Background: an optimization exercise with open tools, aiming at small area, a short achievable clock period and few clock cycles. Do not read the settings as production practice.

// layer_1
module layer_1
    (
        input         clk,
        input         RSTn,
        input         i_EN_w,
        input         i_EN_c,
        output        o_busy,
        input  [31:0] i_data,
        input         i_stb_in,
        output        o_ack_in,
        output [63:0] o_data,
        output        o_stb_out,
        input         i_ack_out
    );
export LEC_CHECK = 0
export CAP_MARGIN = 20
export CORE_MARGIN = 2
export CORE_UTILIZATION = 50
export CTS_BUF_LIST = sky130_fd_sc_hd__clkbuf_16
export CTS_CLUSTER_DIAMETER = 100
export CTS_CLUSTER_SIZE = 24
export SLEW_MARGIN = 20
export SYNTH_HIERARCHICAL = 1
export SYNTH_MINIMUM_KEEP_SIZE = 0
create_clock -name core_clock -period 12.0 [get_ports {clk}]
standard.sh (not shown) runs the stock make flow with config.mk's settings and CLKGATE_MAP_FILE= SYNTH_SCRIPT=/design/flow/synth_recipe.tcl, a recipe that flattens the netlist after the stock synthesis.
==> flow/flow/run.sh <==
#!/bin/bash
# Standard synthesis; every combinational cell resized to its smallest drive
# strength; then the standard layout, with repair_timing aiming at a setup slack
# margin so that the critical paths are sized for the period the design can reach.
set -uo pipefail
bash standard.sh synth > synth.log 2>&1 || exit 1
DS_ODB=orfs/results/sky130hd/layer_1/base/1_synth.odb openroad -no_init -exit flow/downsize.tcl > downsize.log 2>&1 || exit 1
bash standard.sh finish SETUP_SLACK_MARGIN=8.2 > layout.log 2>&1 || exit 1
==> flow/flow/downsize.tcl <==
# Resize every combinational cell of the synthesized netlist to the smallest
# drive strength of its family; timing repair later upsizes where needed.
# Flip-flops, clock cells and physical cells are left alone.
set db [ord::get_db]
read_db $::env(DS_ODB)
set block [[$db getChip] getBlock]
set fam [dict create]
foreach lib [$db getLibs] {
  foreach m [$lib getMasters] {
    set n [$m getName]
    if {![regexp {^(sky130_fd_sc_hd__[a-z0-9]+)_([0-9]+)$} $n -> base sz]} { continue }
    if {[string match "*lpflow*" $n] || [string match "*probe*" $n]} { continue }
    dict lappend fam $base $m
  }
}
set skip {df edf sdf dl clk tap fill decap conb sdl lpflow probe diode ebuf einv bufbuf}
set nsw 0
set saved 0
foreach inst [$block getInsts] {
  set m [$inst getMaster]
  set n [$m getName]
  if {![regexp {^(sky130_fd_sc_hd__([a-z0-9]+))_([0-9]+)$} $n -> base short sz]} { continue }
  set ok 1
  foreach s $skip { if {[string match "${s}*" $short]} { set ok 0 } }
  if {!$ok} { continue }
  if {![dict exists $fam $base]} { continue }
  set best $m
  set barea [expr {[$m getWidth] * [$m getHeight]}]
  foreach c [dict get $fam $base] {
    set a [expr {[$c getWidth] * [$c getHeight]}]
    if {$a < $barea} { set best $c; set barea $a }
  }
  if {$best ne $m} {
    set old [expr {[$m getWidth] * [$m getHeight]}]
    if {[$inst swapMaster $best]} {
      incr nsw
      set saved [expr {$saved + ($old - $barea) / 1e6}]
    }
  }
}
puts "downsize: swapped $nsw cells, saved [format %.1f $saved] um2"
write_db $::env(DS_ODB)
Edit:
--- a/flow/design.v
+++ b/flow/design.v
@@ -5343,33 +5343,31 @@
     wire [2:0] nout_next = r_nout + pair - take;
     wire par_next = r_par ^ smp;
     wire full_next = ((r_nout == 3'd4) & ~(take & ~pair)) | ((r_nout == 3'd3) & pair & ~take);
     function lch;
         input [2:0] k;
         lch = (k == 3'd1) | (k > 3'd4);
     endfunction
     reg  r_do;                             
-    reg  r_lsel;                           
     reg  r_we_b, r_we_w0, r_we_w2, r_we_g, r_we_gf;    
     wire do_ld   = r_do;
     wire lv_next = ld_word | (r_lv & ~do_ld);
     wire [2:0] lidx_next = ld_word ? r_lcnt : r_lidx;
     wire do_ld_next = lv_next & (~r_ph == lch(lidx_next));
     always @(posedge clk or negedge RSTn)
         if (!RSTn) begin
             r_ack  <= 1'b0;
             r_busy <= 1'b0;
             r_lcnt <= 3'd0;
             r_par  <= 1'b0;
             r_nout <= 3'd0;
             r_lv   <= 1'b0;
             r_lidx <= 3'd0;
             r_do   <= 1'b0;
-            r_lsel <= 1'b0;
             r_we_b <= 1'b0; r_we_w0 <= 1'b0; r_we_w2 <= 1'b0; r_we_g <= 1'b0; r_we_gf <= 1'b0;
         end else begin
             r_do    <= do_ld_next;
             r_we_b  <= do_ld_next & (lidx_next < 3'd2);
             r_we_w0 <= do_ld_next & ((lidx_next == 3'd2) | (lidx_next == 3'd5));
             r_we_w2 <= do_ld_next & ((lidx_next == 3'd4) | (lidx_next == 3'd7));
             r_we_g  <= do_ld_next & (lidx_next >= 3'd2);
             r_we_gf <= (lidx_next == 3'd2) | (lidx_next == 3'd5);
@@ -5379,20 +5377,16 @@
             r_lidx <= lidx_next;
             r_ack  <= (~par_next | ~full_next) & (~lv_next | do_ld_next);
             if (i_EN_w)
                 r_busy <= 1'b1;
             if (ld_word)
                 r_lcnt <= r_lcnt + 3'd1;
             if (do_ld && r_lidx == 3'd7)
                 r_busy <= 1'b0;
-            if (ld_word)
-                r_lsel <= 1'b1;
-            else if (do_ld && r_lidx == 3'd7)
-                r_lsel <= 1'b0;
         end
     assign o_ack_in = r_ack;
     assign o_busy   = r_busy;
     reg [31:0] r_h;
     always @(posedge clk)
         if (ld_word | smp_a)
             r_h <= i_data;
     reg        r_loaded;      
@@ -5431,18 +5425,18 @@
         end else begin
             r_pend <= pair;
             if (r_pend) begin
                 r_p0 <= r_h;
                 r_p1 <= r_x3;
             end
         end
     wire [31:0] opA = r_p0 - r_h;                       
-    wire [32:0] bc_in = r_lsel ? r_gp_a : {1'b0, r_p1};
-    wire [32:0] cc_in = r_lsel ? r_gm_a : {1'b0, r_p1};
+    wire [32:0] bc_in = r_lv ? r_gp_a : {1'b0, r_p1};
+    wire [32:0] cc_in = r_lv ? r_gm_a : {1'b0, r_p1};
     wire [32:0] opB = bc_in + {1'b0, r_h};              
     wire [32:0] opC = {1'b0, r_h} - cc_in;              
     wire [31:0] opD = r_p1 - r_x3;                      
     wire [50:0] eA = benc({1'b0, opA}, 32);
     wire [50:0] eB = benc(opB, 33);
     wire [50:0] eC = benc(opC, 33);
     wire [50:0] eD = benc({1'b0, opD}, 32);
     reg [15:0] r_oneA, r_twoA, r_negA, r_oneD, r_twoD, r_negD;
@@ -5505,18 +5499,18 @@
         end else begin
             r_stb <= r_stb ? ~i_ack_out : ((r_cnt != 2'd0) | v5);
             if (q_push)
                 r_wp <= (r_wp == 2'd2) ? 2'd0 : r_wp + 2'd1;
             if (q_pop)
                 r_rp <= (r_rp == 2'd2) ? 2'd0 : r_rp + 2'd1;
             r_cnt <= r_cnt + q_push - q_pop;
         end
+    wire [63:0] o_new = (r_cnt != 2'd0) ? q_head : nr;
     always @(posedge clk) begin
-        if (!r_stb)
-            r_out <= (r_cnt != 2'd0) ? q_head : nr;
+        r_out <= ({64{r_stb}} & r_out) | ({64{~r_stb}} & o_new);
         if (q_push && r_wp == 2'd0) r_q0 <= nr;
         if (q_push && r_wp == 2'd1) r_q1 <= nr;
         if (q_push && r_wp == 2'd2) r_q2 <= nr;
     end
     assign o_data    = r_out;
     assign o_stb_out = r_stb;
 endmodule
Result: Critical path depth increases by 3. Sequential share of layout area rises by 0.21 points. Final area came out lower by about 0.66%. Cell count hardly moves. Clock skew is about the same. Routed wire length is about the same.
Function was not checked in any run of this note: the RTL went through the layout flow alone.

[re-timing with driven ports]
The results above use ideal ports. As a check the final layouts listed here were re-extracted and re-timed, cells and wires unchanged. Step 1 sets driving cells, clkbuf_16 on the clock port and buf_2 on the other inputs (assumed; they add their load-dependent delay and slew). Step 2 times the ports against the registers' clock, not the clock port: input delays grow and output delays shrink by t, the midpoint of the rising clock arrivals with the driver on. a / b / c = ideal ports / drivers / drivers and shift; a / b = the first two.
run | t, ns | setup slack, ns | pins driven straight from the clock port
the first run | 0.831 | 8.204 / 8.111 / 7.442 | 1
the second run | 0.829 | 8.195 / 8.146 / 7.505 | 1
After both steps every run listed still meets setup and hold. The setup slack of the first run, which loses most, moves by -0.093 ns with the drivers and by -0.762 ns with both steps.
